This design comes from an exercise in tuning for small area and few clock cycles on the open sky130 flow, not from production work. The RTL was checked by simulation tests, not by an equivalence proof against the original design.

==> design.v <==
`timescale 1ns / 1ps
module round_constant_gen(
	input 			clk,
    input 			advance,
	output reg [7:0] lfsr,
    output [31:0] 	round_constant
    );
	wire [7:0] 	round_constant_p3, round_constant_p2, round_constant_p1, round_constant_p0;
	wire [7:0] 	LFSR_d;
	assign LFSR_d = {lfsr[6:0], lfsr[7] ^ lfsr[6] ^ lfsr[2] ^ lfsr[1]};
	assign round_constant_p3 = {LFSR_d[7], ~LFSR_d[6], LFSR_d[5:0]};
	assign round_constant_p2 = {LFSR_d[7], ~LFSR_d[6], LFSR_d[5], ~LFSR_d[4], LFSR_d[3], ~LFSR_d[2], LFSR_d[1:0]};
	assign round_constant_p1 = {LFSR_d[7:5], ~LFSR_d[4], LFSR_d[3:1], ~LFSR_d[0]};
	assign round_constant_p0 = {LFSR_d[7:3], ~LFSR_d[2], LFSR_d[1], ~LFSR_d[0]};
	assign round_constant = {round_constant_p3, round_constant_p2, round_constant_p1, round_constant_p0};
	always @(posedge clk)
		lfsr <= advance ? LFSR_d : 8'b01101100;
endmodule
`timescale 1ns / 1ps
module shared_block_left_circular_shift_20bit(
	input [63:0] block_left_circular_shift_input0,
	input [63:0] block_left_circular_shift_input1,
    output [63:0] block_left_circular_shift_output0,
    output [63:0] block_left_circular_shift_output1
    );
	genvar i;
	generate
	for (i=0 ;i<2;i=i+1) begin: for_shift_block
		assign block_left_circular_shift_output0[(i+1)*32-1:i*32] = {block_left_circular_shift_input0[(i+1)*32-21:i*32], 
																	 block_left_circular_shift_input0[(i+1)*32-1:(i+1)*32-20]
																	};
		assign block_left_circular_shift_output1[(i+1)*32-1:i*32] = {block_left_circular_shift_input1[(i+1)*32-21:i*32], 
																	 block_left_circular_shift_input1[(i+1)*32-1:(i+1)*32-20]
																	};
	end
	endgenerate
endmodule
`timescale 1ns / 1ps
module shared_block_left_circular_shift_4bit(
	input 	[63:0] block_left_circular_shift_input0,
	input 	[63:0] block_left_circular_shift_input1,
    output 	[63:0] block_left_circular_shift_output0,
    output 	[63:0] block_left_circular_shift_output1
    );
	genvar i;
	generate
	for (i=0 ;i<2;i=i+1) begin: for_shift_block
		assign block_left_circular_shift_output0[(i+1)*32-1:i*32] = {block_left_circular_shift_input0[(i+1)*32-5:i*32], 
																	 block_left_circular_shift_input0[(i+1)*32-1:(i+1)*32-4]};
		assign block_left_circular_shift_output1[(i+1)*32-1:i*32] = {block_left_circular_shift_input1[(i+1)*32-5:i*32], 
																	 block_left_circular_shift_input1[(i+1)*32-1:(i+1)*32-4]};
	end
	endgenerate
endmodule
`timescale 1ns / 1ps
module shared_block_left_circular_shift_8bit(
	input [63:0] block_left_circular_shift_input0,
	input [63:0] block_left_circular_shift_input1,
    output [63:0] block_left_circular_shift_output0,
    output [63:0] block_left_circular_shift_output1
    );
	genvar i;
	generate
	for (i=0 ;i<2;i=i+1) begin: for_shift_block
		assign block_left_circular_shift_output0[(i+1)*32-1:i*32] = {block_left_circular_shift_input0[(i+1)*32-9:i*32], 
																	 block_left_circular_shift_input0[(i+1)*32-1:(i+1)*32-8]
																	};
		assign block_left_circular_shift_output1[(i+1)*32-1:i*32] = {block_left_circular_shift_input1[(i+1)*32-9:i*32], 
																	 block_left_circular_shift_input1[(i+1)*32-1:(i+1)*32-8]
																	};															
	end
	endgenerate
endmodule
`timescale 1ns / 1ps
module shared_permutation_key(
	input	[63:0]	permutation_input0,
	input	[63:0]	permutation_input1,
	output	[63:0]	permutation_output0,
	output	[63:0]	permutation_output1
    );
	assign permutation_output0[63:60] = permutation_input0[39:36];
	assign permutation_output0[59:56] = permutation_input0[63:60];
	assign permutation_output0[55:52] = permutation_input0[31:28];
	assign permutation_output0[51:48] = permutation_input0[11:08];
	assign permutation_output0[47:44] = permutation_input0[59:56];
	assign permutation_output0[43:40] = permutation_input0[03:00];
	assign permutation_output0[39:36] = permutation_input0[43:40];
	assign permutation_output0[35:32] = permutation_input0[23:20];
	assign permutation_output0[31:28] = permutation_input0[47:44];
	assign permutation_output0[27:24] = permutation_input0[27:24];
	assign permutation_output0[23:20] = permutation_input0[15:12];
	assign permutation_output0[19:16] = permutation_input0[55:52];
	assign permutation_output0[15:12] = permutation_input0[19:16];
	assign permutation_output0[11:08] = permutation_input0[51:48];
	assign permutation_output0[07:04] = permutation_input0[35:32];
	assign permutation_output0[03:00] = permutation_input0[07:04];
	assign permutation_output1[63:60] = permutation_input1[39:36];
	assign permutation_output1[59:56] = permutation_input1[63:60];
	assign permutation_output1[55:52] = permutation_input1[31:28];
	assign permutation_output1[51:48] = permutation_input1[11:08];
	assign permutation_output1[47:44] = permutation_input1[59:56];
	assign permutation_output1[43:40] = permutation_input1[03:00];
	assign permutation_output1[39:36] = permutation_input1[43:40];
	assign permutation_output1[35:32] = permutation_input1[23:20];
	assign permutation_output1[31:28] = permutation_input1[47:44];
	assign permutation_output1[27:24] = permutation_input1[27:24];
	assign permutation_output1[23:20] = permutation_input1[15:12];
	assign permutation_output1[19:16] = permutation_input1[55:52];
	assign permutation_output1[15:12] = permutation_input1[19:16];
	assign permutation_output1[11:08] = permutation_input1[51:48];
	assign permutation_output1[07:04] = permutation_input1[35:32];
	assign permutation_output1[03:00] = permutation_input1[07:04];
endmodule
`timescale 1ns / 1ps
module shared_permutation_left(
	input [63:0] permutation_input0,
	input [63:0] permutation_input1,
    output [63:0] permutation_output0,
    output [63:0] permutation_output1
    );
	assign permutation_output0 = {permutation_input0[55:48],
								  permutation_input0[39:32],
								  permutation_input0[31:24],
								  permutation_input0[15:08],
								  permutation_input0[63:56],
								  permutation_input0[47:40],
								  permutation_input0[07:00],
								  permutation_input0[23:16]
    };
	assign permutation_output1 = {permutation_input1[55:48],
                                  permutation_input1[39:32],
                                  permutation_input1[31:24],
                                  permutation_input1[15:08],
                                  permutation_input1[63:56],
                                  permutation_input1[47:40],
                                  permutation_input1[07:00],
                                  permutation_input1[23:16]
    };
endmodule
`timescale 1ns / 1ps
module shared_permutation_right(
	input [63:0] permutation_input0,
	input [63:0] permutation_input1,
    output [63:0] permutation_output0,
    output [63:0] permutation_output1
    );
	assign permutation_output0 = {permutation_input0[47:40],
                                  permutation_input0[07:00],
                                  permutation_input0[23:16],
                                  permutation_input0[63:56],
                                  permutation_input0[55:48],
                                  permutation_input0[15:08],
                                  permutation_input0[31:24],
                                  permutation_input0[39:32]
    };
	assign permutation_output1 = {permutation_input1[47:40],
                                  permutation_input1[07:00],
                                  permutation_input1[23:16],
                                  permutation_input1[63:56],
                                  permutation_input1[55:48],
                                  permutation_input1[15:08],
                                  permutation_input1[31:24],
                                  permutation_input1[39:32]
    };
endmodule
`timescale 1ns / 1ps
module shared_transformation_array(
	input	[31:00]	transformation_array_input0,
	input	[31:00]	transformation_array_input1,
	output	[31:00]	transformation_array_output0,
	output	[31:00]	transformation_array_output1
    );
	shared_transformation shared_transformation_Inst0(
	.transformation_input0		(transformation_array_input0[31:28]),
	.transformation_input1		(transformation_array_input1[31:28]),
	.transformation_output0		(transformation_array_output0[31:28]),
	.transformation_output1		(transformation_array_output1[31:28])
	);
	shared_transformation shared_transformation_Inst1(
	.transformation_input0		(transformation_array_input0[27:24]),
	.transformation_input1		(transformation_array_input1[27:24]),
	.transformation_output0		(transformation_array_output0[27:24]),
	.transformation_output1		(transformation_array_output1[27:24])
	);
	shared_transformation shared_transformation_Inst2(
	.transformation_input0		(transformation_array_input0[23:20]),
	.transformation_input1		(transformation_array_input1[23:20]),
	.transformation_output0		(transformation_array_output0[23:20]),
	.transformation_output1		(transformation_array_output1[23:20])
	);
	shared_transformation shared_transformation_Inst3(
	.transformation_input0		(transformation_array_input0[19:16]),
	.transformation_input1		(transformation_array_input1[19:16]),
	.transformation_output0		(transformation_array_output0[19:16]),
	.transformation_output1		(transformation_array_output1[19:16])
	);
	shared_transformation shared_transformation_Inst4(
	.transformation_input0		(transformation_array_input0[15:12]),
	.transformation_input1		(transformation_array_input1[15:12]),
	.transformation_output0		(transformation_array_output0[15:12]),
	.transformation_output1		(transformation_array_output1[15:12])
	);
	shared_transformation shared_transformation_Inst5(
	.transformation_input0		(transformation_array_input0[11:08]),
	.transformation_input1		(transformation_array_input1[11:08]),
	.transformation_output0		(transformation_array_output0[11:08]),
	.transformation_output1		(transformation_array_output1[11:08])
	);
	shared_transformation shared_transformation_Inst6(
	.transformation_input0		(transformation_array_input0[07:04]),
	.transformation_input1		(transformation_array_input1[07:04]),
	.transformation_output0		(transformation_array_output0[07:04]),
	.transformation_output1		(transformation_array_output1[07:04])
	);
	shared_transformation shared_transformation_Inst7(
	.transformation_input0		(transformation_array_input0[03:00]),
	.transformation_input1		(transformation_array_input1[03:00]),
	.transformation_output0		(transformation_array_output0[03:00]),
	.transformation_output1		(transformation_array_output1[03:00])
	);
endmodule
module shared_transformation(
	input	[03:00]	transformation_input0,
	input	[03:00]	transformation_input1,
	output reg	[03:00]	transformation_output0,
	output reg	[03:00]	transformation_output1
	);
	always @(transformation_input0) 
	begin
		if(transformation_input0[3] == 1'b1)
			transformation_output0 = {transformation_input0[2:0], 1'b0} ^ 4'b0011;
		else 
			transformation_output0 = {transformation_input0[2:0], 1'b0};
	end
	always @(transformation_input1) 
	begin
		if(transformation_input1[3] == 1'b1)
			transformation_output1 = {transformation_input1[2:0], 1'b0} ^ 4'b0011;
		else
			transformation_output1 = {transformation_input1[2:0], 1'b0};
	end
endmodule
`timescale 1ns / 1ps
module shared_sbox(
	input				clk,
	input	[03:00]		d0c0b0a0,
	input	[03:00]		d1c1b1a1,
	input	[09:00]		guards,
	output	[03:00]		h0g0f0e0,
	output	[03:00]		h1g1f1e1
    );
	wire 				d0, d1;
	wire 				c0, c1;
	wire 				b0, b1;
	wire 				a0, a1;
	wire				e0, e1, e2, e3;
	wire				f0, f1, f2, f3;
	wire				f4, f5, f6, f7;
	wire				g0, g1, g2, g3;
	wire				g4, g5, g6, g7;
	wire				h0, h1, h2, h3;
	reg					e0_r, e1_r, e2_r, e3_r;
	reg					f0_r, f1_r, f2_r, f3_r;
	reg					f4_r, f5_r, f6_r, f7_r;
	reg					g0_r, g1_r, g2_r, g3_r;
	reg					g4_r, g5_r, g6_r, g7_r;
	reg					h0_r, h1_r, h2_r, h3_r;
	wire				e0e1, e2e3;
	wire				f0f1f2f3, f4f5f6f7;
	wire				g0g1g2g3, g4g5g6g7;
	wire				h0h1, h2h3;
	wire 				rj;
	wire 				ri;
	wire 				rh;
	wire 				rg;
	wire 				rf;
	wire 				re;
	wire 				rd;
	wire 				rc;
	wire 				rb;
	wire 				ra;
	assign rj = guards[9];
	assign ri = guards[8];
	assign rh = guards[7];
	assign rg = guards[6];
	assign rf = guards[5];
	assign re = guards[4];
	assign rd = guards[3];
	assign rc = guards[2];
	assign rb = guards[1];
	assign ra = guards[0];
	assign d0 = d0c0b0a0[3];
	assign c0 = d0c0b0a0[2];
	assign b0 = d0c0b0a0[1];
	assign a0 = d0c0b0a0[0];
	assign d1 = d1c1b1a1[3];
	assign c1 = d1c1b1a1[2];
	assign b1 = d1c1b1a1[1];
	assign a1 = d1c1b1a1[0];
	assign e0 = (c0 & d0) ^ 1'b1 ^ rj;
	assign e1 = (c1 & d1) ^ (a0 ^ rj);
	assign e2 = (c0 & d1)        ^ rj;
	assign e3 = (c1 & d0) ^ a1   ^ rj;
	assign f0 = (a0 & b0 & c0) ^ (a0 & b0) ^ (a0 & d0) ^ a0 ^ 1'b1 ^ (rh ^ rg);
	assign f1 = (a0 & b0 & c1) ^ (b0 & c1) ^ a0 ^ c1 ^ (rg ^ rf);
	assign f2 = (a0 & b1 & c0) ^ (a0 & c0) ^ a0 ^ d1 ^ (rf ^ re);
	assign f3 = (a0 & b1 & c1) ^ (a0 & b1) ^ (a0 & c1) ^ (b1 & c1) ^ (a0 & d1) ^ b1 ^ c1 ^ d1 ^ (re ^ rh);
	assign f4 = (a1 & b0 & c0) ^ (a1 & d0) ^ (c0 & d0) ^ a1 ^ (c0 ^ d0) ^ (rh ^ rg);
	assign f5 = (a1 & b0 & c1) ^ (a1 & b0) ^ (b0 & c1) ^ (c1 & d0) ^ b0 ^ d0 ^ (rg ^ rf);
	assign f6 = (a1 & b1 & c0) ^ (a1 & b1) ^ (a1 & c0) ^ (a1 & d1) ^ (c0 & d1) ^ c0 ^ (rf ^ re);
	assign f7 = (a1 & b1 & c1) ^ (a1 & c1) ^ (b1 & c1) ^ (c1 & d1) ^ (re ^ rh);
	assign g0 = (b0 & c0 & d1) ^ (c0 & d1) ^ 1'b1 ^ (rd ^ rc);
	assign g1 = (b1 & c0 & d0) ^ a0 ^ b1 ^ d0 ^ (rc ^ rb);
	assign g2 = (b0 & c1 & d0) ^ (b0 & c1) ^ (rb ^ ra);
	assign g3 = (b1 & c1 & d1) ^ (b1 & c1) ^ (c1 & d1) ^ a1 ^ c1 ^ d1 ^ (ra ^ rd);
	assign g4 = (b0 & c0 & d0) ^ (a0 & b0) ^ (a0 ^ b0) ^ (rd ^ rc);
	assign g5 = (b1 & c0 & d1) ^ (a0 & b1) ^ (c0 & d1) ^ b1 ^ c0 ^ d1 ^ (rc ^ rb);
	assign g6 = (b0 & c1 & d1) ^ (a1 & b0) ^ (b0 & c1) ^ (c1 & d1) ^ (rb ^ ra);
	assign g7 = (b1 & c1 & d0) ^ (a1 & b1) ^ (b1 & c1) ^ a1 ^ b1 ^ d0 ^ (ra ^ rd);
	assign h0 = (b0 & c0)           ^ ri;
	assign h1 = (b0 & c1) ^ b0 ^ d1 ^ ri;
	assign h2 = (b1 & c0) ^ (c0 ^ d0) ^ ri;
	assign h3 = (b1 & c1) ^ b1 ^ c1 ^ ri;
	always @(posedge clk) e0_r <= e0;
	always @(posedge clk) e1_r <= e1;
	always @(posedge clk) e2_r <= e2;
	always @(posedge clk) e3_r <= e3;
	always @(posedge clk) f0_r <= f0;
	always @(posedge clk) f1_r <= f1;
	always @(posedge clk) f2_r <= f2;
	always @(posedge clk) f3_r <= f3;
	always @(posedge clk) f4_r <= f4;
	always @(posedge clk) f5_r <= f5;
	always @(posedge clk) f6_r <= f6;
	always @(posedge clk) f7_r <= f7;
	always @(posedge clk) g0_r <= g0;
	always @(posedge clk) g1_r <= g1;
	always @(posedge clk) g2_r <= g2;
	always @(posedge clk) g3_r <= g3;
	always @(posedge clk) g4_r <= g4;
	always @(posedge clk) g5_r <= g5;
	always @(posedge clk) g6_r <= g6;
	always @(posedge clk) g7_r <= g7;
	always @(posedge clk) h0_r <= h0;
	always @(posedge clk) h1_r <= h1;
	always @(posedge clk) h2_r <= h2;
	always @(posedge clk) h3_r <= h3;
	assign e0e1 = e0_r ^ e1_r;
	assign e2e3 = e2_r ^ e3_r;
	assign f0f1f2f3 = f0_r ^ f1_r ^ f2_r ^ f3_r;
	assign f4f5f6f7 = f4_r ^ f5_r ^ f6_r ^ f7_r;
	assign g0g1g2g3 = g0_r ^ g1_r ^ g2_r ^ g3_r;
	assign g4g5g6g7 = g4_r ^ g5_r ^ g6_r ^ g7_r;
	assign h0h1 = h0_r ^ h1_r;
	assign h2h3 = h2_r ^ h3_r;
	assign h0g0f0e0 = {h0h1, g0g1g2g3, f0f1f2f3, e0e1};
	assign h1g1f1e1 = {h2h3, g4g5g6g7, f4f5f6f7, e2e3};
endmodule
`timescale 1ns / 1ps
module shared_s_box_array(
	input			clk,
	input	[63:0]	sbox_array_input0,
	input	[63:0]	sbox_array_input1,
	output	[63:0]	sbox_array_output0,
	output	[63:0]	sbox_array_output1
    );
	shared_sbox shared_sbox_Inst0(
	.clk			(clk),
	.d0c0b0a0		(sbox_array_input0[63:60]),
	.d1c1b1a1		(sbox_array_input1[63:60]),
	.guards			(sbox_array_input0[59:50]),
	.h0g0f0e0		(sbox_array_output0[63:60]),
	.h1g1f1e1		(sbox_array_output1[63:60])
    );
	shared_sbox shared_sbox_Inst1(
	.clk			(clk),
	.d0c0b0a0		(sbox_array_input0[59:56]),
	.d1c1b1a1		(sbox_array_input1[59:56]),
	.guards			(sbox_array_input0[55:46]),
	.h0g0f0e0		(sbox_array_output0[59:56]),
	.h1g1f1e1		(sbox_array_output1[59:56])
    );
	shared_sbox shared_sbox_Inst2(
	.clk			(clk),
	.d0c0b0a0		(sbox_array_input0[55:52]),
	.d1c1b1a1		(sbox_array_input1[55:52]),
	.guards			(sbox_array_input0[51:42]),
	.h0g0f0e0		(sbox_array_output0[55:52]),
	.h1g1f1e1		(sbox_array_output1[55:52])
    );
	shared_sbox shared_sbox_Inst3(
	.clk			(clk),
	.d0c0b0a0		(sbox_array_input0[51:48]),
	.d1c1b1a1		(sbox_array_input1[51:48]),
	.guards			(sbox_array_input0[47:38]),
	.h0g0f0e0		(sbox_array_output0[51:48]),
	.h1g1f1e1		(sbox_array_output1[51:48])
    );
	shared_sbox shared_sbox_Inst4(
	.clk			(clk),
	.d0c0b0a0		(sbox_array_input0[47:44]),
	.d1c1b1a1		(sbox_array_input1[47:44]),
	.guards			(sbox_array_input0[43:34]),
	.h0g0f0e0		(sbox_array_output0[47:44]),
	.h1g1f1e1		(sbox_array_output1[47:44])
    );
	shared_sbox shared_sbox_Inst5(
	.clk			(clk),
	.d0c0b0a0		(sbox_array_input0[43:40]),
	.d1c1b1a1		(sbox_array_input1[43:40]),
	.guards			(sbox_array_input0[39:30]),
	.h0g0f0e0		(sbox_array_output0[43:40]),
	.h1g1f1e1		(sbox_array_output1[43:40])
    );
	shared_sbox shared_sbox_Inst6(
	.clk			(clk),
	.d0c0b0a0		(sbox_array_input0[39:36]),
	.d1c1b1a1		(sbox_array_input1[39:36]),
	.guards			(sbox_array_input0[35:26]),
	.h0g0f0e0		(sbox_array_output0[39:36]),
	.h1g1f1e1		(sbox_array_output1[39:36])
    );
	shared_sbox shared_sbox_Inst7(
	.clk			(clk),
	.d0c0b0a0		(sbox_array_input0[35:32]),
	.d1c1b1a1		(sbox_array_input1[35:32]),
	.guards			(sbox_array_input0[31:22]),
	.h0g0f0e0		(sbox_array_output0[35:32]),
	.h1g1f1e1		(sbox_array_output1[35:32])
    );
	shared_sbox shared_sbox_Inst8(
	.clk			(clk),
	.d0c0b0a0		(sbox_array_input0[31:28]),
	.d1c1b1a1		(sbox_array_input1[31:28]),
	.guards			(sbox_array_input0[27:18]),
	.h0g0f0e0		(sbox_array_output0[31:28]),
	.h1g1f1e1		(sbox_array_output1[31:28])
    );
	shared_sbox shared_sbox_Inst9(
	.clk			(clk),
	.d0c0b0a0		(sbox_array_input0[27:24]),
	.d1c1b1a1		(sbox_array_input1[27:24]),
	.guards			(sbox_array_input0[23:14]),
	.h0g0f0e0		(sbox_array_output0[27:24]),
	.h1g1f1e1		(sbox_array_output1[27:24])
    );
	shared_sbox shared_sbox_Insta(
	.clk			(clk),
	.d0c0b0a0		(sbox_array_input0[23:20]),
	.d1c1b1a1		(sbox_array_input1[23:20]),
	.guards			(sbox_array_input0[19:10]),
	.h0g0f0e0		(sbox_array_output0[23:20]),
	.h1g1f1e1		(sbox_array_output1[23:20])
    );
	shared_sbox shared_sbox_Instb(
	.clk			(clk),
	.d0c0b0a0		(sbox_array_input0[19:16]),
	.d1c1b1a1		(sbox_array_input1[19:16]),
	.guards			(sbox_array_input0[15: 6]),
	.h0g0f0e0		(sbox_array_output0[19:16]),
	.h1g1f1e1		(sbox_array_output1[19:16])
    );
	shared_sbox shared_sbox_Instc(
	.clk			(clk),
	.d0c0b0a0		(sbox_array_input0[15:12]),
	.d1c1b1a1		(sbox_array_input1[15:12]),
	.guards			(sbox_array_input0[11: 2]),
	.h0g0f0e0		(sbox_array_output0[15:12]),
	.h1g1f1e1		(sbox_array_output1[15:12])
    );
	shared_sbox shared_sbox_Instd(
	.clk			(clk),
	.d0c0b0a0		(sbox_array_input0[11:08]),
	.d1c1b1a1		(sbox_array_input1[11:08]),
	.guards			({sbox_array_input0[07:00], sbox_array_input0[63:62]}),
	.h0g0f0e0		(sbox_array_output0[11:08]),
	.h1g1f1e1		(sbox_array_output1[11:08])
    );
	shared_sbox shared_sbox_Inste(
	.clk			(clk),
	.d0c0b0a0		(sbox_array_input0[07:04]),
	.d1c1b1a1		(sbox_array_input1[07:04]),
	.guards			({sbox_array_input0[03:00], sbox_array_input0[63:58]}),
	.h0g0f0e0		(sbox_array_output0[07:04]),
	.h1g1f1e1		(sbox_array_output1[07:04])
    );
	shared_sbox shared_sbox_Instf(
	.clk			(clk),
	.d0c0b0a0		(sbox_array_input0[03:00]),
	.d1c1b1a1		(sbox_array_input1[03:00]),
	.guards			(sbox_array_input0[63:54]),
	.h0g0f0e0		(sbox_array_output0[03:00]),
	.h1g1f1e1		(sbox_array_output1[03:00])
    );
endmodule
`timescale 1ns / 1ps
module shared_sbox_array_for_key(
	input				clk,
	input	[31:0]	sbox_array_input0,
	input	[31:0]	sbox_array_input1,
	output	[31:0]	sbox_array_output0,
	output	[31:0]	sbox_array_output1
    );
	shared_sbox shared_sbox_Inst0(
	.clk			(clk),
	.d0c0b0a0		(sbox_array_input0[31:28]),
	.d1c1b1a1		(sbox_array_input1[31:28]),
	.guards			(sbox_array_input0[27:18]),
	.h0g0f0e0		(sbox_array_output0[31:28]),
	.h1g1f1e1		(sbox_array_output1[31:28])
    );
	shared_sbox shared_sbox_Inst1(
	.clk			(clk),
	.d0c0b0a0		(sbox_array_input0[27:24]),
	.d1c1b1a1		(sbox_array_input1[27:24]),
	.guards			(sbox_array_input0[23:14]),
	.h0g0f0e0		(sbox_array_output0[27:24]),
	.h1g1f1e1		(sbox_array_output1[27:24])
    );
	shared_sbox shared_sbox_Inst2(
	.clk			(clk),
	.d0c0b0a0		(sbox_array_input0[23:20]),
	.d1c1b1a1		(sbox_array_input1[23:20]),
	.guards			(sbox_array_input0[19:10]),
	.h0g0f0e0		(sbox_array_output0[23:20]),
	.h1g1f1e1		(sbox_array_output1[23:20])
    );
	shared_sbox shared_sbox_Inst3(
	.clk			(clk),
	.d0c0b0a0		(sbox_array_input0[19:16]),
	.d1c1b1a1		(sbox_array_input1[19:16]),
	.guards			(sbox_array_input0[15:06]),
	.h0g0f0e0		(sbox_array_output0[19:16]),
	.h1g1f1e1		(sbox_array_output1[19:16])
    );
	shared_sbox shared_sbox_Inst4(
	.clk			(clk),
	.d0c0b0a0		(sbox_array_input0[15:12]),
	.d1c1b1a1		(sbox_array_input1[15:12]),
	.guards			(sbox_array_input0[11:02]),
	.h0g0f0e0		(sbox_array_output0[15:12]),
	.h1g1f1e1		(sbox_array_output1[15:12])
    );
	shared_sbox shared_sbox_Inst5(
	.clk			(clk),
	.d0c0b0a0		(sbox_array_input0[11:08]),
	.d1c1b1a1		(sbox_array_input1[11:08]),
	.guards			({sbox_array_input0[07:00], sbox_array_input0[31:30]}),
	.h0g0f0e0		(sbox_array_output0[11:08]),
	.h1g1f1e1		(sbox_array_output1[11:08])
    );
	shared_sbox shared_sbox_Inst6(
	.clk			(clk),
	.d0c0b0a0		(sbox_array_input0[07:04]),
	.d1c1b1a1		(sbox_array_input1[07:04]),
	.guards			({sbox_array_input0[03:00], sbox_array_input0[31:26]}),
	.h0g0f0e0		(sbox_array_output0[07:04]),
	.h1g1f1e1		(sbox_array_output1[07:04])
    );
	shared_sbox shared_sbox_Inst7(
	.clk			(clk),
	.d0c0b0a0		(sbox_array_input0[03:00]),
	.d1c1b1a1		(sbox_array_input1[03:00]),
	.guards			(sbox_array_input0[31:22]),
	.h0g0f0e0		(sbox_array_output0[03:00]),
	.h1g1f1e1		(sbox_array_output1[03:00])
    );
endmodule
`timescale 1ns / 1ps
module shared_enc_round_func(
	input				clk,
	input		[127:0]	sbox_input0,
	input		[127:0]	sbox_input1,
	output		[127:0]	round_output0,
	output		[127:0]	round_output1
    );
	wire	[63:0]	text_msb_10, text_msb_11;
	wire	[63:0]	text_lsb_10, text_lsb_11;
	wire	[63:0]	text_msb_20, text_msb_21;
	wire	[63:0]	text_lsb_20, text_lsb_21;
	wire	[63:0]	text_msb_30, text_msb_31;
	wire	[63:0]	text_lsb_30, text_lsb_31;
	wire	[63:0]	text_msb_40, text_msb_41;
	wire	[63:0]	text_lsb_40, text_lsb_41;
	wire	[63:0]	text_msb_50, text_msb_51;
	wire	[63:0]	text_lsb_50, text_lsb_51;
	wire	[63:0]	text_msb_60, text_msb_61;
	wire	[63:0]	text_lsb_60, text_lsb_61;
	assign text_lsb_20 = text_msb_10 ^ text_lsb_10;
	assign text_lsb_21 = text_msb_11 ^ text_lsb_11;
	assign text_msb_20 = text_msb_10 ^ text_lsb_30;
	assign text_msb_21 = text_msb_11 ^ text_lsb_31;
	assign text_lsb_40 = text_msb_30 ^ text_lsb_20;
	assign text_lsb_41 = text_msb_31 ^ text_lsb_21;
	assign text_msb_40 = text_msb_20 ^ text_lsb_50;
	assign text_msb_41 = text_msb_21 ^ text_lsb_51;
	assign text_lsb_60 = text_msb_50 ^ text_lsb_40;
	assign text_lsb_61 = text_msb_51 ^ text_lsb_41;
	assign text_msb_60 = text_msb_40 ^ text_lsb_60;
	assign text_msb_61 = text_msb_41 ^ text_lsb_61;
	shared_s_box_array shared_s_box_array_msb(
	.clk				(clk),
	.sbox_array_input0	(sbox_input0[127:64]),
	.sbox_array_input1	(sbox_input1[127:64]),
	.sbox_array_output0	(text_msb_10),
	.sbox_array_output1	(text_msb_11)
    );
	shared_s_box_array shared_s_box_array_lsb(
	.clk				(clk),
	.sbox_array_input0	(sbox_input0[63:0]),
	.sbox_array_input1	(sbox_input1[63:0]),
	.sbox_array_output0	(text_lsb_10),
	.sbox_array_output1	(text_lsb_11)
    );
	shared_block_left_circular_shift_4bit shared_block_left_circular_shift_4bit_Inst(
	.block_left_circular_shift_input0		(text_lsb_20),
	.block_left_circular_shift_input1		(text_lsb_21),
    .block_left_circular_shift_output0		(text_lsb_30),
    .block_left_circular_shift_output1		(text_lsb_31)
    );
	shared_block_left_circular_shift_8bit shared_block_left_circular_shift_8bit_Inst0(
	.block_left_circular_shift_input0		(text_msb_20),
	.block_left_circular_shift_input1		(text_msb_21),
    .block_left_circular_shift_output0		(text_msb_30),
    .block_left_circular_shift_output1		(text_msb_31)
    );
	shared_block_left_circular_shift_8bit shared_block_left_circular_shift_8bit_Inst1(
	.block_left_circular_shift_input0		(text_lsb_40),
	.block_left_circular_shift_input1		(text_lsb_41),
    .block_left_circular_shift_output0		(text_lsb_50),
    .block_left_circular_shift_output1		(text_lsb_51)
    );
	shared_block_left_circular_shift_20bit shared_block_left_circular_shift_20bit_Inst(
	.block_left_circular_shift_input0		(text_msb_40),
	.block_left_circular_shift_input1		(text_msb_41),
    .block_left_circular_shift_output0		(text_msb_50),
    .block_left_circular_shift_output1		(text_msb_51)
    );
	shared_permutation_left shared_permutation_left_Inst(
	.permutation_input0						(text_msb_60),
	.permutation_input1						(text_msb_61),
    .permutation_output0					(round_output0[127:64]),
    .permutation_output1					(round_output1[127:64])
    );
	shared_permutation_right shared_permutation_right_Inst(
	.permutation_input0						(text_lsb_60),
	.permutation_input1						(text_lsb_61),
    .permutation_output0					(round_output0[63:0]),
    .permutation_output1					(round_output1[63:0])
    );
endmodule
`timescale 1ns / 1ps
module shared_enc_core(
	input				clk,
	input				busy,
	input		[127:0]	plain0,
	input		[127:0]	plain1,
	input		[127:0]	round_key0,
	input		[127:0]	round_key1,
	output  	[127:0]	cipher0,
	output 	 	[127:0]	cipher1
    );
	wire		[127:0]	state0;
	wire		[127:0]	state1;
	wire		[127:0]	sin0;
	wire		[127:0]	sin1;
	assign sin0 = (busy ? state0 : plain0) ^ round_key0;
	assign sin1 = (busy ? state1 : plain1) ^ round_key1;
	assign cipher0 = sin0;
	assign cipher1 = sin1;
	shared_enc_round_func shared_enc_round_func_Inst(
	.clk				(clk),
	.sbox_input0		(sin0),
	.sbox_input1		(sin1),
	.round_output0		(state0),
	.round_output1		(state1)
    );
endmodule
`timescale 1ns / 1ps
module shared_key_expansion_round_func(
	input			clk,
	input	[31:0]	round_constant,
	input	[127:0]	cur_key0,
	input	[127:0]	cur_key1,
	input	[127:0]	pre_key0,
	input	[127:0]	pre_key1,
	output	[127:0]	next_key0,
	output	[127:0]	next_key1
    );
	wire	[31:0]	cur_p3_0, cur_p3_1;
	wire	[31:0]	cur_p2_0, cur_p2_1;
	wire	[31:0]	pre_p3_0, pre_p3_1;
	wire	[31:0]	pre_p2_0, pre_p2_1;
	wire	[31:0]	pre_t2_0, pre_t2_1;
	wire	[31:0]	s_0, s_1;
	assign next_key0 = {s_0 ^ pre_key0[63:32], pre_t2_0 ^ pre_key0[31:0], pre_p2_0, pre_p3_0};
	assign next_key1 = {s_1 ^ pre_key1[63:32], pre_t2_1 ^ pre_key1[31:0], pre_p2_1, pre_p3_1};
	shared_permutation_key shared_permutation_key_Inst0(
	.permutation_input0				(cur_key0[127:64]),
	.permutation_input1				(cur_key1[127:64]),
	.permutation_output0			({cur_p3_0, cur_p2_0}),
	.permutation_output1			({cur_p3_1, cur_p2_1})
    );
	shared_permutation_key shared_permutation_key_Inst1(
	.permutation_input0				(pre_key0[127:64]),
	.permutation_input1				(pre_key1[127:64]),
	.permutation_output0			({pre_p3_0, pre_p2_0}),
	.permutation_output1			({pre_p3_1, pre_p2_1})
    );
	shared_sbox_array_for_key shared_sbox_array_for_key_Inst(
	.clk							(clk),
	.sbox_array_input0				(cur_p3_0 ^ round_constant),
	.sbox_array_input1				(cur_p3_1),
	.sbox_array_output0				(s_0),
	.sbox_array_output1				(s_1)
    );
	shared_transformation_array shared_transformation_array_Inst(
	.transformation_array_input0	(pre_p2_0),
	.transformation_array_input1	(pre_p2_1),
	.transformation_array_output0	(pre_t2_0),
	.transformation_array_output1	(pre_t2_1)
    );
endmodule
`timescale 1ns / 1ps
module shared_key_expansion(
	input					clk,
	input					start,
	input					busy,
	input					done,
	input		[127:0]		mkey0,
	input		[127:0]		mkey1,
	output		[7:0]		lfsr,
	output 		[127:0]		round_key0,
	output 		[127:0]		round_key1
    );
	wire		[127:0]		next_key0;
	wire		[127:0]		next_key1;
	wire		[31:0]		round_constant;
	reg 		[127:0]		keyr0;
	reg 		[127:0]		keyr1;
	assign round_key0 = busy ? next_key0 : mkey0;
	assign round_key1 = busy ? next_key1 : mkey1;
	always @(posedge clk)
	begin
		keyr0 <= round_key0;
		keyr1 <= round_key1;
	end
	round_constant_gen round_constant_gen_Inst(
	.clk							(clk),
	.advance						((start | busy) & ~done),
	.lfsr							(lfsr),
	.round_constant					(round_constant)
    );
	shared_key_expansion_round_func shared_key_expansion_round_func_Inst(
	.clk						(clk),
	.round_constant				(round_constant),
	.cur_key0					(round_key0),
	.cur_key1					(round_key1),
	.pre_key0					(keyr0),
	.pre_key1					(keyr1),
	.next_key0					(next_key0),
	.next_key1					(next_key1)
    );
endmodule
`timescale 1ns / 1ps
module uBlock_enc_top(
	input			clk,
	input			rstn,
	input	[127:0]	plain0,
	input	[127:0]	plain1,
	input	[127:0]	key0,
	input	[127:0]	key1,
	input			start,
	output	[127:0]	cipher0,
	output	[127:0]	cipher1,
	output			done,
	output	reg		occupied
    );
	wire	[127:0]	rk0;
	wire	[127:0]	rk1;
	wire	[7:0]	lfsr;
	assign done = occupied & (lfsr == 8'he1);
	shared_key_expansion shared_key_expansion_Inst(
	.clk				(clk),
	.start				(start),
	.busy				(occupied),
	.done				(done),
	.mkey0				(key0),
	.mkey1				(key1),
	.lfsr				(lfsr),
	.round_key0			(rk0),
	.round_key1			(rk1)
    );
	shared_enc_core shared_enc_core_Inst(
	.clk				(clk),
	.busy				(occupied),
	.plain0				(plain0),
	.plain1				(plain1),
	.round_key0			(rk0),
	.round_key1			(rk1),
	.cipher0			(cipher0),
	.cipher1			(cipher1)
    );
	always @(posedge clk or negedge rstn)
	begin
		if(~rstn)
			occupied <= 1'b0;
		else if(start & ~occupied)
			occupied <= 1'b1;
		else if(done)
			occupied <= 1'b0;
	end
endmodule
==> flow/run.sh <==
#!/bin/bash
# The standard layout (standard.sh), except:
#  - synthesis maps with an area-oriented ABC script (flow/area.script, via
#    flow/synth.tcl) and without the adder-extraction step; registers,
#    names and flattening are those of the standard synthesis;
#  - every port gets a buf_1 buffer instead of a clkdlybuf4s50_1;
#  - the clock tree uses small clock buffers and no dummy loads.
set -euo pipefail
W=$PWD
export FLOW_WORK=$W
export FLOW_ABC_SCRIPT=$W/flow/area.script
bash standard.sh \
  SYNTH_SCRIPT=$W/flow/synth.tcl ADDER_MAP_FILE= \
  "BUFFER_PORTS_ARGS=-buffer_cell sky130_fd_sc_hd__buf_1" \
  "CTS_ARGS=-sink_clustering_enable -repair_clock_nets -dont_use_dummy_load -buf_list {sky130_fd_sc_hd__clkbuf_4 sky130_fd_sc_hd__clkbuf_8} -sink_clustering_size 16 -sink_clustering_max_diameter 50" \
  finish > $W/flow_make.log 2>&1
==> flow/area.script <==
strash
&get -n
&st
&dch -f
&nf -a -R 1000
&put
==> flow/synth.tcl <==
# The standard synthesis, with an area-oriented ABC script in place of
# the speed script; everything else (registers, names, flattening) is unchanged.
proc abc {args} {
  set i [lsearch -exact $args -script]
  if {$i >= 0} { lset args [expr {$i + 1}] $::env(FLOW_ABC_SCRIPT) }
  yosys abc {*}$args
}
source $::env(FLOW_WORK)/synth_recipe.tcl
==> standard.sh <==
#!/bin/bash
# synth_recipe.tcl (not shown) runs the flow's synth.tcl, then flattens the netlist and writes it again
# the make line also repeats each setting of config.mk as NAME=value (left out here)
make -C /OpenROAD-flow-scripts/flow DESIGN_CONFIG=/design/flow/config.mk WORK_HOME=/design/flow/orfs CLKGATE_MAP_FILE= SYNTH_SCRIPT=/design/flow/synth_recipe.tcl "${@:-finish}"
==> config.mk <==
export PLATFORM = sky130hd
export DESIGN_NAME = uBlock_enc_top
export DESIGN_NICKNAME = uBlock_enc_top
export VERILOG_FILES = /design/flow/design.v
export SDC_FILE = /design/flow/constraint.sdc
export NUM_CORES = 4
export LEC_CHECK = 0
export CAP_MARGIN = 20
export CORE_MARGIN = 2
export CORE_UTILIZATION = 50
export SLEW_MARGIN = 20
==> constraint.sdc <==
create_clock -name core_clock -period 10.0 [get_ports {clk}]
set_input_delay 2.0000 -clock core_clock [delete_from_list [all_inputs] [get_ports {clk}]]
set_output_delay 2.0000 -clock core_clock [all_outputs]
set_load 0.01 [all_outputs]
==> results.txt, run 1 <==
Finished Core Util approximately 57%; post-synthesis xor/xnor area fraction between 40 and 50%; initial antenna violation count 30; maximum root-to-sink buffer count 3; Distinct cells, synth 42; WL/cell approximately 32 um; share of layout cells above drive strength 1 under 10%; worst path cell trace xnor2_1 > xnor2_1 > xnor2_1 > xnor2_1 > xor2_1 > xnor2_1 > xor2_1 > xor2_1 > nand2_1 > o21ai_0 > xnor2_1 > buf_1; pin count of the biggest net entering global routing around 200; Clk Latency, worst-skew pair between 0.9 and 1 ns; critical path peak fanout 12; final hold vios 0; CP delay by family, top XOR/XNOR gates; # hold bufs at CTS 0; RSZ-0062 raised after global routing no; Least-Margin Pin Slew roughly 1.4 ns; detailed placer's ending HPWL 280 mm; via count just under 60000; setup ws final around 2.6 ns; area growth from synthesis to layout 12.6%; Post-Synthesis Cell Area approximately 0.07 mm2; Sum Neg Setup Slack 0 ns; fin. max-slew vios 0; crit path launch type flop; number of synthesized flops with an enable pin 0; final antenna-violating net count 0; chip width about 380 um; post-synth top area share between 30% and 40%; drt pass-1 iters 5; CP Buf/Inv Count 1; Max Cap Violations 0; fin crit period 7.45 ns; pre-CTS WS approximately 3.4 ns; worst path arrival time about 5.5 ns; WP data required around 8.0 ns; Worst Hold Launch shared_key_expansion_Inst.keyr0[104]$_DFF_P_; Post-CTS Setup Bufs 0; slowest stage cell, crit path xnor2_1; first-pass GRT wire length between 400 and 500 mm; ys flop type dfxtp_1; Synth Net Count between 8000 and 9000; ranking of synthesized cells by area dfxtp_1 (35%), xnor2_1 (30%), xor2_1 (13%); First DRT Iteration DRCs 6288; Root Driver clkbuf_8; clock net sink count roughly 1200; syn_area_per_cell ~9.1 um2; Vias per Instance around 5.5; Synth area leader dfxtp_1; final setup vio count 0; Core Box Area about 0.14 mm2; final setup skew 0.0945 ns; register area share after synthesis about a third; cts bufs inserted 144; Worst path max stage delay 0.81 ns; CP endpoint kind primary output; ys async rst share less than 1%; Chip Height 378 um; relative slew slack just under 8%; Resize count post-CTS 0; Synth Area in Adders 0%; vias in the first global route 53942; Initial Util around half; Placement Rows ~140; Synth Instances between 7000 and 8000; largest family of logic cells by synthesized area XOR/XNOR gates; Clock H-tree levels 4; CTS tree yes; multiplexer area fraction after synthesis ~2.6%; Die ar. 0.143 mm2; complex-gate fraction of the synthesized area under 10%; Tot GR Track Use between 40% and 50%; Final Cell Area 0.0787 mm2; simple-gate share of the synthesized area under 10%; fmax between 100 and 150 MHz; #FFs+latches synth ~1200; Nets just over 9000; most used cell, CP xnor2_1; outcome complete, no violations; I/O Buffers 772; period utilization about 74%; Setup Crit Path Kind flop to primary output; warnings from Yosys 5; Post-route DRC 0; gpl congestion around 1.1; Congestion Overflow GR 0; Clock transition at path regs ~0.090 ns; Hold Path Class flop to flop; Placed Instance Area 0.0767 mm2; Multi-input gate area around 0.043 mm2; fillcell total between 10000 and 15000; most common cell in the netlist xnor2_1; Commonest cells post-synth xnor2_1 (2358), dfxtp_1 (1224), xor2_1 (1006); FF/Latch Area roughly 0.025 mm2; I/O pin count around 770; Worst Hold Slack 0.484 ns; drt total wl ~340 mm
layout make-up:
class / instances / share of cell area [%]
clock buffers: 144 / 2.52
multi-input cells: 5843 / 54.8
repair buffers: 1088 / 6.75
inverters: 377 / 1.80
well taps: 1876 / 2.98
diodes: 5 / 0.0159
flip-flops and latches: 1225 / 31.2
per-layer routing:
| metal | up-vias | routed length [um] | GRT usage (%) |
|---|---|---|---|
| met1 | 28216 | 132000 | 57.3 |
| met4 | 14 | 29200 | 33.6 |
| met3 | 737 | 31500 | 9.88 |
| met2 | 3183 | 144000 | 68.7 |
| met5 | - | 104 | 0 |
| li1 | 26181 | - | - |
stage by stage:
step | std cells
final | 10558
after CTS | 10552
after detailed placement | 10408
after global routing | 10554
after floorplan | 7701
after global placement | 10402
cell usage in the layout (no fill, tap or decap), types with 3 or more instances in the layout:
master     count
a211oi_1      39
a21o_1        23
a21oi_1      272
a311oi_1       4
a31oi_1        8
and2_0        10
and3_1         7
buf_1        772
buf_12         4
buf_4        310
clkbuf_8     144
clkinv_1     377
dfxtp_1     1224
diode_2        5
mux2i_1      177
mux2i_2        3
nand2_1      662
nand2b_1      33
nand3_1       54
nor2_1       413
nor2b_1       27
nor3_1        45
o2111ai_1      4
o211ai_1      34
o21ai_0      554
o21ai_1        9
o22ai_1        8
o311ai_0      31
o31ai_1       11
or2_0         17
or3_1         15
xnor2_1     2227
xnor2_2      129
xor2_1       998
xor2_2         8
worst register-to-register path: stages (launching register included):
cell     delay (ns)
dfxtp_1        0.32
xnor2_1        0.14
xnor2_1        0.85
xnor2_1        0.29
xnor2_1        0.35
xnor2_1        0.22
xor2_1         0.36
xor2_1         0.28
xnor2_1        0.15
nand2_1        0.08
o21ai_0        0.21
xnor2_2        0.71
buf_4          0.43
xor2_1         0.90
xnor2_1        0.20
xor2_1         0.19
final timing paths:
| kind | slack (ns) | cells after the start | endpoint |
|---|---|---|---|
| max reg2reg | 4.19 | 15 | flop |
| min reg2reg | 0.48 | 2 | shared_key_expansion_Inst.keyr0[4]$_DFF_P_ |
| max | 2.55 | 12 | cipher1[81] |
| min | 0.48 | 2 | shared_key_expansion_Inst.keyr0[4]$_DFF_P_ |
| max in group asynchronous | 8.67 | 1 | occupied$_DFFE_PN0P_ |
| min in group asynchronous | 1.00 | 1 | occupied$_DFFE_PN0P_ |
logic make-up (layout without fill, tap and decap cells):
| kind of cell | after synthesis | in the layout |
|---|---|---|
| multiplexers | 180 | 180 |
| AND/OR/NAND/NOR | 1286 | 1286 |
| AO/OA/AOI/OAI | 1013 | 1013 |
| other | 0 | 5 |
| flip-flops | 1225 | 1225 |
| XOR/XNOR | 3364 | 3364 |
| buffers and inverters | 633 | 1609 |
Testbench counts, summed over its fixed seeds: cycles 6,528.
==> run 2, diff against run 1 <==
--- a/flow/run.sh
+++ b/flow/run.sh
@@ -12,3 +12,3 @@
 bash standard.sh \
-  SYNTH_SCRIPT=$W/flow/synth.tcl ADDER_MAP_FILE= \
+  SYNTH_SCRIPT=$W/flow/synth.tcl ADDER_MAP_FILE= GPL_KEEP_OVERFLOW=0 \
   "BUFFER_PORTS_ARGS=-buffer_cell sky130_fd_sc_hd__buf_1" \
==> run 2 against run 1 <==
  * Die area unchanged
  * Critical endpoint is now cipher0[113]
  * Cell count decreased by 0.89%
  * Worst setup slack got worse by 0.37 ns
  * Highest routed layer unchanged
  * Clock-buffer cell count increased by 8
==> results.txt, run 2 <==
outcome complete, no violations; number of synthesized flops with an enable pin 0; area growth from synthesis to layout 14.9%; Synth Instances 7701; final antenna-violating net count 0; leading cell type in the layout, fill and taps excluded xnor2_1; RSZ-0062 raised after global routing no; #FFs+latches synth 1225; ranking of synthesized cells by area dfxtp_1 (35%), xnor2_1 (30%), xor2_1 (13%); Resize count post-CTS 0; post-synth top area share a little over a third; First DRT Iteration DRCs ~6800; CP endpoint kind primary output; I/O Buffers a little under 800; Tot GR Track Use 45.3%; gpl congestion around 1.1; syn_area_per_cell approximately 9 um2; drt pass-1 iters 6; Die ar. 0.143 mm2; Setup Crit Path Kind flop to primary output; final setup skew about 0.096 ns; Core Box Area between 0.1 and 0.15 mm2; warnings from Yosys 5; Clk Latency, worst-skew pair ~0.94 ns; final setup vio count 0; final hold vios 0; Post-Synthesis Cell Area 0.0699 mm2; Post-CTS Setup Bufs 0; ys async rst share 0.0816%; detailed placer's ending HPWL around 280 mm; critical path peak fanout 9; Distinct cells, synth 42; Vias per Instance 5.56; drt total wl between 300 and 400 mm; period utilization between 70% and 80%; Root Driver clkbuf_8; Commonest cells post-synth xnor2_1 (2358), dfxtp_1 (1224), xor2_1 (1006); maximum root-to-sink buffer count 3; Post-route DRC 0; chip width ~380 um; Nets 9096; Clock transition at path regs ~0.1 ns; pre-CTS WS between 3 and 4 ns; fmax 128 MHz; initial antenna violation count 23; Least-Margin Pin Slew 1.35 ns; Synth area leader dfxtp_1; Clock H-tree levels 4; CTS tree yes; Congestion Overflow GR 0; Chip Height 378 um; WL/cell 31.8 um; share of layout cells above drive strength 1 under 10%; Worst Hold Slack between 0.4 and 0.5 ns; commonest cells after routing, fill and taps aside xnor2_1 (2116), dfxtp_1 (1224), xor2_1 (982); vias in the first global route between 50000 and 60000; crit path launch type flop; Max Cap Violations 0; fin crit period ~8 ns; first-pass GRT wire length about 440 mm; WP data required around 8 ns; Synth Net Count 8216; # hold bufs at CTS 0; clock net sink count approximately 1200; I/O pin count just under 800; Initial Util between 50% and 60%; ys flop type dfxtp_1; via count 58212; register area share after synthesis approximately a third; setup ws final 2.18 ns; pin count of the biggest net entering global routing 75; Placement Rows 137; relative slew slack about a tenth; most common cell in the netlist xnor2_1; worst path arrival time around 5.8 ns; fin. max-slew vios 0; cts bufs inserted 152; Hold Path Class flop to flop
[run 2: final cells by class]
type                    instances  area (um2)
well taps                    1876        2350
repair buffers                982        5760
diodes                          9        22.5
flip-flops and latches       1225       24500
multi-input cells            5843       44100
fillers                     13061       58900
clock buffers                 152        2090
inverters                     377        1420
[run 2: kinds of logic after synthesis]
| family | count (synthesis) | share of synthesized area (%) |
|---|---|---|
| XOR/XNOR | 3364 | 42.1 |
| flip-flops | 1225 | 35.1 |
| buffers and inverters | 633 | 4.77 |
| AO/OA/AOI/OAI | 1013 | 7.95 |
| AND/OR/NAND/NOR | 1286 | 7.49 |
| multiplexers | 180 | 2.58 |
[run 2: routing by layer]
metal	global-route usage (%)	wire length (um)
met2	67.5	141000
met1	57.6	130000
met4	35.0	30700
met5	0	84
met3	8.79	31500
[run 2: worst max-delay path, stage by stage, from the launching register on]
cell and delay [ns]:
dfxtp_1 0.32, xnor2_1 0.15, xnor2_1 0.91, xnor2_1 0.33
xor2_1 0.38, xnor2_1 0.17, xnor2_1 0.41, xor2_1 0.11
nand2_1 0.08, o21ai_0 0.40, xnor2_1 0.92, clkinv_1 0.42
buf_1 0.27
[run 2: per-stage QoR]
stage	cell area, um2	instances	TNS, ns	utilization, %
global route	80300	10458	0	57.7
floorplan	69900	7701	0	-
detailed placement	78100	10303	0	56.1
global placement	73300	10093	-3335.10	52.6
finish	80300	10464	0	57.7
CTS	80200	10455	0	57.6
[run 2: path summary, 6_finish.rpt]
path | from | to | slack, ns | cells past startpoint
max in group asynchronous | rstn | occupied$_DFFE_PN0P_ | 9.00 | 1
min in group asynchronous | rstn | occupied$_DFFE_PN0P_ | 0.88 | 1
min reg2reg | shared_key_expansion_Inst.keyr0[124]$_DFF_P_ | shared_key_expansion_Inst.keyr0[24]$_DFF_P_ | 0.48 | 2
min | shared_key_expansion_Inst.keyr0[124]$_DFF_P_ | shared_key_expansion_Inst.keyr0[24]$_DFF_P_ | 0.48 | 2
max | flop | cipher0[113] | 2.18 | 12
max reg2reg | flop | flop | 4.25 | 14
==> run 3, diff against run 2 <==
--- a/flow/run.sh
+++ b/flow/run.sh
@@ -12,3 +12,3 @@
 bash standard.sh \
-  SYNTH_SCRIPT=$W/flow/synth.tcl ADDER_MAP_FILE= GPL_KEEP_OVERFLOW=0 \
+  SYNTH_SCRIPT=$W/flow/synth.tcl ADDER_MAP_FILE= SYNTH_INSBUF=0 \
   "BUFFER_PORTS_ARGS=-buffer_cell sky130_fd_sc_hd__buf_1" \
--- a/config.mk
+++ b/config.mk
@@ -10,2 +10,3 @@
 export CORE_UTILIZATION = 50
-export SLEW_MARGIN = 20
+export GPL_TIMING_DRIVEN = 0
+export SLEW_MARGIN = 10
==> run 3 against run 2 <==
  * Still clean on timing, DRC and antenna
  * Die area down 2.7%
  * Critical path type unchanged
==> results.txt, run 3 <==
Die ar. 0.139 mm2; ranking of synthesized cells by area dfxtp_1 (36%), xnor2_1 (30%), xor2_1 (13%); number of synthesized flops with an enable pin 0; post-synth top area share between 30 and 40%; Synth Instances about 7400; Placement Rows 135; drt total wl around 340 mm; # hold bufs at CTS 0; Vias per Instance 5.64; First DRT Iteration DRCs roughly 7700; Congestion Overflow GR 0; pin count of the biggest net entering global routing 90; area growth from synthesis to layout 17.8%; most used cell, CP xnor2_1; final hold vios 0; ys flop type dfxtp_1; syn_area_per_cell just over 9 um2; fin. max-slew vios 0; Tot GR Track Use around 47%; initial antenna violation count 22; cts bufs inserted ~140; Clock H-tree levels 4; worst path cell trace xor2_1 > xnor2_1 > xnor2_1 > xnor2_1 > xnor2_1 > xor2_1 > xnor2_1 > xnor2_1 > nand2_1 > o21ai_0 > xnor2_2 > buf_1; share of layout cells above drive strength 1 approximately 7.5%; I/O pin count 773; Hold Path Class flop to flop; Synth area leader dfxtp_1; drt pass-1 iters 6; WP data required ~8 ns; Nets 9149; CP endpoint kind primary output; Sum Neg Setup Slack 0 ns; maximum root-to-sink buffer count 3; Clk Latency, worst-skew pair approximately 0.94 ns; Synth Net Count 7960; vias in the first global route between 50000 and 60000; CTS tree yes; Distinct cells, synth 41; period utilization slightly above 80%; fillcell total 12442; most common cell in the netlist xnor2_1; worst path arrival time between 6 and 7 ns; clock net sink count 1225; ys async rst share less than 1%; slowest stage cell, crit path xnor2_2; Post-CTS Setup Bufs 0; Worst path max stage delay 0.84 ns; Chip Height roughly 370 um; fmax about 120 MHz; Core Box Area 0.135 mm2; Initial Util roughly 50%; I/O Buffers between 700 and 800; final setup vio count 0; commonest cells after routing, fill and taps aside xnor2_1 (2159), dfxtp_1 (1224), xor2_1 (989); setup ws final 1.70 ns; first-pass GRT wire length between 400 and 500 mm; #FFs+latches synth around 1200; final setup skew about 0.11 ns; critical path peak fanout 11; outcome complete, no violations; Commonest cells post-synth xnor2_1 (2358), dfxtp_1 (1224), xor2_1 (1006); Max Cap Violations 0; chip width 373 um; WL/cell 32.5 um; pre-CTS WS 2.76 ns; detailed placer's ending HPWL between 200 and 300 mm; via count around 59000; Post-Synthesis Cell Area approximately 0.068 mm2; Post-route DRC 0; fin crit period between 8 and 9 ns; Least-Margin Pin Slew roughly 1.3 ns; Resize count post-CTS 0; gpl congestion between 1 and 1.5; relative slew slack 7.73%; RSZ-0062 raised after global routing no; Root Driver clkbuf_8; register area share after synthesis 36.1%; Clock transition at path regs approximately 0.08 ns; crit path launch type flop; leading cell type in the layout, fill and taps excluded xnor2_1; Worst Hold Slack 0.448 ns; final antenna-violating net count 0; Setup Crit Path Kind flop to primary output; warnings from Yosys 5
-- run 3: cell types whose count changed after synthesis --
cell   delta
buf_4   -256
-- run 3: routing by layer --
layer	wire length, um	up-vias	GRT usage [%]	share of wire [%]
met4	31100	10	35.8	9.2
met3	37300	747	11.5	11
li1	-	26076	-	-
met5	64	-	0	0.019
met1	131000	28394	60.4	39
met2	139000	3528	68.5	41
-- run 3: final timing paths --
path | from | to | slack, ns | cells past startpoint
max in group asynchronous | rstn | occupied$_DFFE_PN0P_ | 8.99 | 1
hold reg to reg | shared_key_expansion_Inst.keyr0[66]$_DFF_P_ | shared_key_expansion_Inst.keyr0[10]$_DFF_P_ | 0.45 | 2
hold / removal | shared_key_expansion_Inst.keyr0[66]$_DFF_P_ | shared_key_expansion_Inst.keyr0[10]$_DFF_P_ | 0.45 | 2
setup / recovery | flop | cipher1[97] | 1.70 | 12
min in group asynchronous | rstn | occupied$_DFFE_PN0P_ | 0.87 | 1
setup reg to reg | flop | flop | 3.74 | 14
-- run 3: worst max-delay path, delay by kind of cell, from the launching register on --
family	cells	cell delay (ns)
XOR/XNOR	9	3.95
buffers and inverters	1	0.35
AO/OA/AOI/OAI	1	0.28
flip-flops	1	0.32
AND/OR/NAND/NOR	1	0.48
-- run 3: logic make-up (layout without fill, tap and decap cells) --
group	after synthesis	after routing	share of synthesized area, %
AO/OA/AOI/OAI	1013	1013	8.17
flip-flops	1225	1225	36.1
XOR/XNOR	3364	3364	43.3
AND/OR/NAND/NOR	1286	1286	7.70
buffers and inverters	377	1564	2.08
other	0	6	0
multiplexers	180	180	2.65
-- run 3: layout make-up --
cell class / instances / area (um2) / area share [%]
multi-input cells: 5843 / 43700 / 54.6
flip-flops and latches: 1225 / 24500 / 30.6
repair buffers: 1044 / 6210 / 7.76
well taps: 1781 / 2230 / 2.78
clock buffers: 143 / 1970 / 2.46
inverters: 377 / 1420 / 1.77
diodes: 6 / 15.0 / 0.0187
-- run 3: per-stage QoR --
stage | util (%) | instances | area (um2)
5_1_grt | 59.2 | 10414 | 80100
3_3_place_gp | 54.1 | 9998 | 73100
4_1_cts | 59.1 | 10393 | 80000
6_report | 59.2 | 10419 | 80100
3_5_place_dp | 57.6 | 10250 | 78000
2_1_floorplan | - | 7445 | 68000
==> run 4, diff against run 3 <==
--- a/flow/run.sh
+++ b/flow/run.sh
@@ -12,5 +12,5 @@
 bash standard.sh \
-  SYNTH_SCRIPT=$W/flow/synth.tcl ADDER_MAP_FILE= SYNTH_INSBUF=0 \
+  SYNTH_SCRIPT=$W/flow/synth.tcl ADDER_MAP_FILE= \
   "BUFFER_PORTS_ARGS=-buffer_cell sky130_fd_sc_hd__buf_1" \
-  "CTS_ARGS=-sink_clustering_enable -repair_clock_nets -dont_use_dummy_load -buf_list {sky130_fd_sc_hd__clkbuf_4 sky130_fd_sc_hd__clkbuf_8} -sink_clustering_size 16 -sink_clustering_max_diameter 50" \
+  "CTS_ARGS=-sink_clustering_enable -repair_clock_nets -dont_use_dummy_load -buf_list {sky130_fd_sc_hd__clkbuf_4} -sink_clustering_size 10 -sink_clustering_max_diameter 40" \
   finish > $W/flow_make.log 2>&1
--- a/config.mk
+++ b/config.mk
@@ -10,3 +10,2 @@
 export CORE_UTILIZATION = 50
-export GPL_TIMING_DRIVEN = 0
-export SLEW_MARGIN = 10
+export SLEW_MARGIN = 20
==> run 4 against run 3 <==
  * Area after synthesis rose by 2.8%
  * Sequential share of layout area rose by 0.72 points
  * Routed wire length decreased by 0.38%
  * Clock skew up 0.035 ns
==> results.txt, run 4 <==
period utilization ~78%; outcome complete, no violations; clock net sink count 1225; Core Box Area 0.139 mm2; most common cell in the netlist xnor2_1; Die ar. 0.143 mm2; Chip Height between 300 and 400 um; final setup skew ~0.15 ns; most used cell, CP xnor2_1; slowest stage cell, crit path xnor2_1; CP Buf/Inv Count 1; drt total wl 337 mm; # hold bufs at CTS 0; r2r setup slk between 4 and 5 ns; relative slew slack 7.54%; worst path arrival time around 5.8 ns; Nets between 9000 and 10000; fillcell total ~13000; Vias per Instance ~5.6; warnings from Yosys 5; Root Driver clkbuf_4; fmax 128 MHz; Congestion Overflow GR 0; I/O pin count around 770; Synth area leader dfxtp_1; first-pass GRT wire length 443 mm; critical path peak fanout 12; leading cell type in the layout, fill and taps excluded xnor2_1; post-synth top area share 35.0%; CTS tree yes; initial antenna violation count 30; final hold vios 0; Synth Net Count between 8000 and 9000; worst path cell trace xor2_1 > xnor2_1 > xnor2_1 > xnor2_1 > xor2_1 > xnor2_1 > xor2_1 > xor2_1 > nand2_1 > o21ai_0 > xnor2_1 > buf_1; Finished Core Util a little under three fifths; Post-CTS Setup Bufs 0; ranking of synthesized cells by area dfxtp_1 (35%), xnor2_1 (30%), xor2_1 (13%); gpl congestion ~1.1; Post-route DRC 0; ys async rst share 0.0816%; CP delay by family, top XOR/XNOR gates; Setup Crit Path Kind flop to primary output; Tot GR Track Use a little under half; Least-Margin Pin Slew about 1.4 ns; Initial Util 50.2%; detailed placer's ending HPWL approximately 280 mm; chip width approximately 380 um; register area share after synthesis between 30% and 40%; CP endpoint kind primary output; syn_area_per_cell 9.08 um2; drt pass-1 iters 12; WP depth 12; First DRT Iteration DRCs ~6600; Synth Instances 7701; RSZ-0062 raised after global routing no; I/O Buffers 772; Clk Latency, worst-skew pair 1.36 ns; fin. max-slew vios 0; WP data required roughly 8.0 ns; final setup vio count 0; Clock H-tree levels 4; area growth from synthesis to layout 11.9%; Clock transition at path regs 0.11 ns; Sum Neg Setup Slack 0 ns; final antenna-violating net count 0; Max Cap Violations 0; commonest cells after routing, fill and taps aside xnor2_1 (2228), dfxtp_1 (1224), xor2_1 (998); Commonest cells post-synth xnor2_1 (2358), dfxtp_1 (1224), xor2_1 (1006); cts bufs inserted approximately 200; WL/cell between 30 and 40 um; vias in the first global route 54561; Worst path max stage delay approximately 0.77 ns; fin crit period ~7.8 ns; post-route insts no fill approximately 11000; Hold Path Class flop to flop; Post-Synthesis Cell Area ~0.07 mm2; share of layout cells above drive strength 1 7.51%; pin count of the biggest net entering global routing roughly 200; Reg2Reg Depth 15; via count just under 60000; maximum root-to-sink buffer count 3; Hold Path Depth 2; cell count after placement 10408; Distinct cells, synth 42; Resize count post-CTS 0; ys flop type dfxtp_1; #FFs+latches synth approximately 1200; Placement Rows around 140; number of synthesized flops with an enable pin 0; crit path launch type flop
==> run 4: cell count changes after synthesis, sizes merged <==
cell	previous run	this run
buf	0	256
==> run 4: area by class of cell <==
| class | instances | area, um2 | area share (%) |
|---|---|---|---|
| diodes | 20 | 50.0 | 0.0639 |
| clock buffers | 197 | 1480 | 1.89 |
| inverters | 377 | 1420 | 1.81 |
| multi-input cells | 5843 | 43100 | 55.1 |
| flip-flops and latches | 1225 | 24500 | 31.3 |
| well taps | 1876 | 2350 | 3.00 |
| repair buffers | 1088 | 5320 | 6.79 |
==> run 4: per-layer routing <==
layer  wire length [um]  global-route usage [%]
met1             133000                    57.8
met2             144000                    68.8
met3              31100                    9.29
met4              29700                    34.1
met5                110                       0
==> run 4: worst register-to-register path: stages (launching register included) <==
cell and delay (ns):
dfxtp_1 0.32, xor2_1 0.16, xnor2_1 0.84, xnor2_1 0.29, xnor2_1 0.34, xnor2_1 0.22, xor2_1 0.34, xor2_1 0.28
xnor2_1 0.15, nand2_1 0.09, o21ai_0 0.20, xnor2_2 0.75, buf_4 0.42, xor2_1 0.90, xnor2_1 0.20, xor2_1 0.19
==> run 4: through the flow <==
step	hold slack (ns)	worst slack, ns	area (um2)
after global placement	0.446	3.24	76600
final	0.431	2.19	78300
after global routing	0.459	1.99	78200
after CTS	0.430	2.25	78200
after floorplan	0.431	0.127	69900
after detailed placement	0.452	3.39	76700
==> run 4: worst paths after layout <==
check	endpoint	startpoint
min	shared_key_expansion_Inst.keyr0[9]$_DFF_P_	shared_key_expansion_Inst.keyr0[65]$_DFF_P_
min in group asynchronous	occupied$_DFFE_PN0P_	rstn
max	cipher1[81]	flop
min reg2reg	shared_key_expansion_Inst.keyr0[9]$_DFF_P_	shared_key_expansion_Inst.keyr0[65]$_DFF_P_
max in group asynchronous	occupied$_DFFE_PN0P_	rstn
max reg2reg	flop	flop
==> run 4: logic make-up after synthesis <==
group | count (synthesis) | share of synthesized area, %
compound gates | 1013 | 7.95
flops | 1225 | 35.1
xor+xnor | 3364 | 42.1
buf+inv | 633 | 4.77
mux | 180 | 2.58
simple gates | 1286 | 7.49

==> afterwards: timing with drivers on the ports <==
Ports are ideal in the flow. The routed layouts listed here were re-timed in OpenROAD.
Step 1 (the two cells are an assumption about what drives the block):
set clk [get_ports {clk}]
set_driving_cell -lib_cell sky130_fd_sc_hd__clkbuf_16 $clk
set_driving_cell -lib_cell sky130_fd_sc_hd__buf_2 [delete_from_list [all_inputs] $clk]
Step 2 adds t to the input delays and takes it off the output delays; t is the mean of the earliest and latest rising clock arrival at the registers after step 1. Input paths then give back, and output paths get back, about the clock's delay inside the block.
a / b / c = ideal ports / drivers / drivers and shift; a / b = the first two.
run | shift t [ns] | setup slack, ns | cell pins on the clock port's net
run 1 | 0.996 | 2.553 / 2.459 / 3.258 | 1
run 2 | 0.980 | 2.183 / 2.090 / 3.070 | 1
run 3 | 0.974 | 1.697 / 1.610 / 2.584 | 1
run 4 | 1.377 | 2.186 / 2.094 / 3.263 | 1
After both steps setup and hold are still met in every run listed.
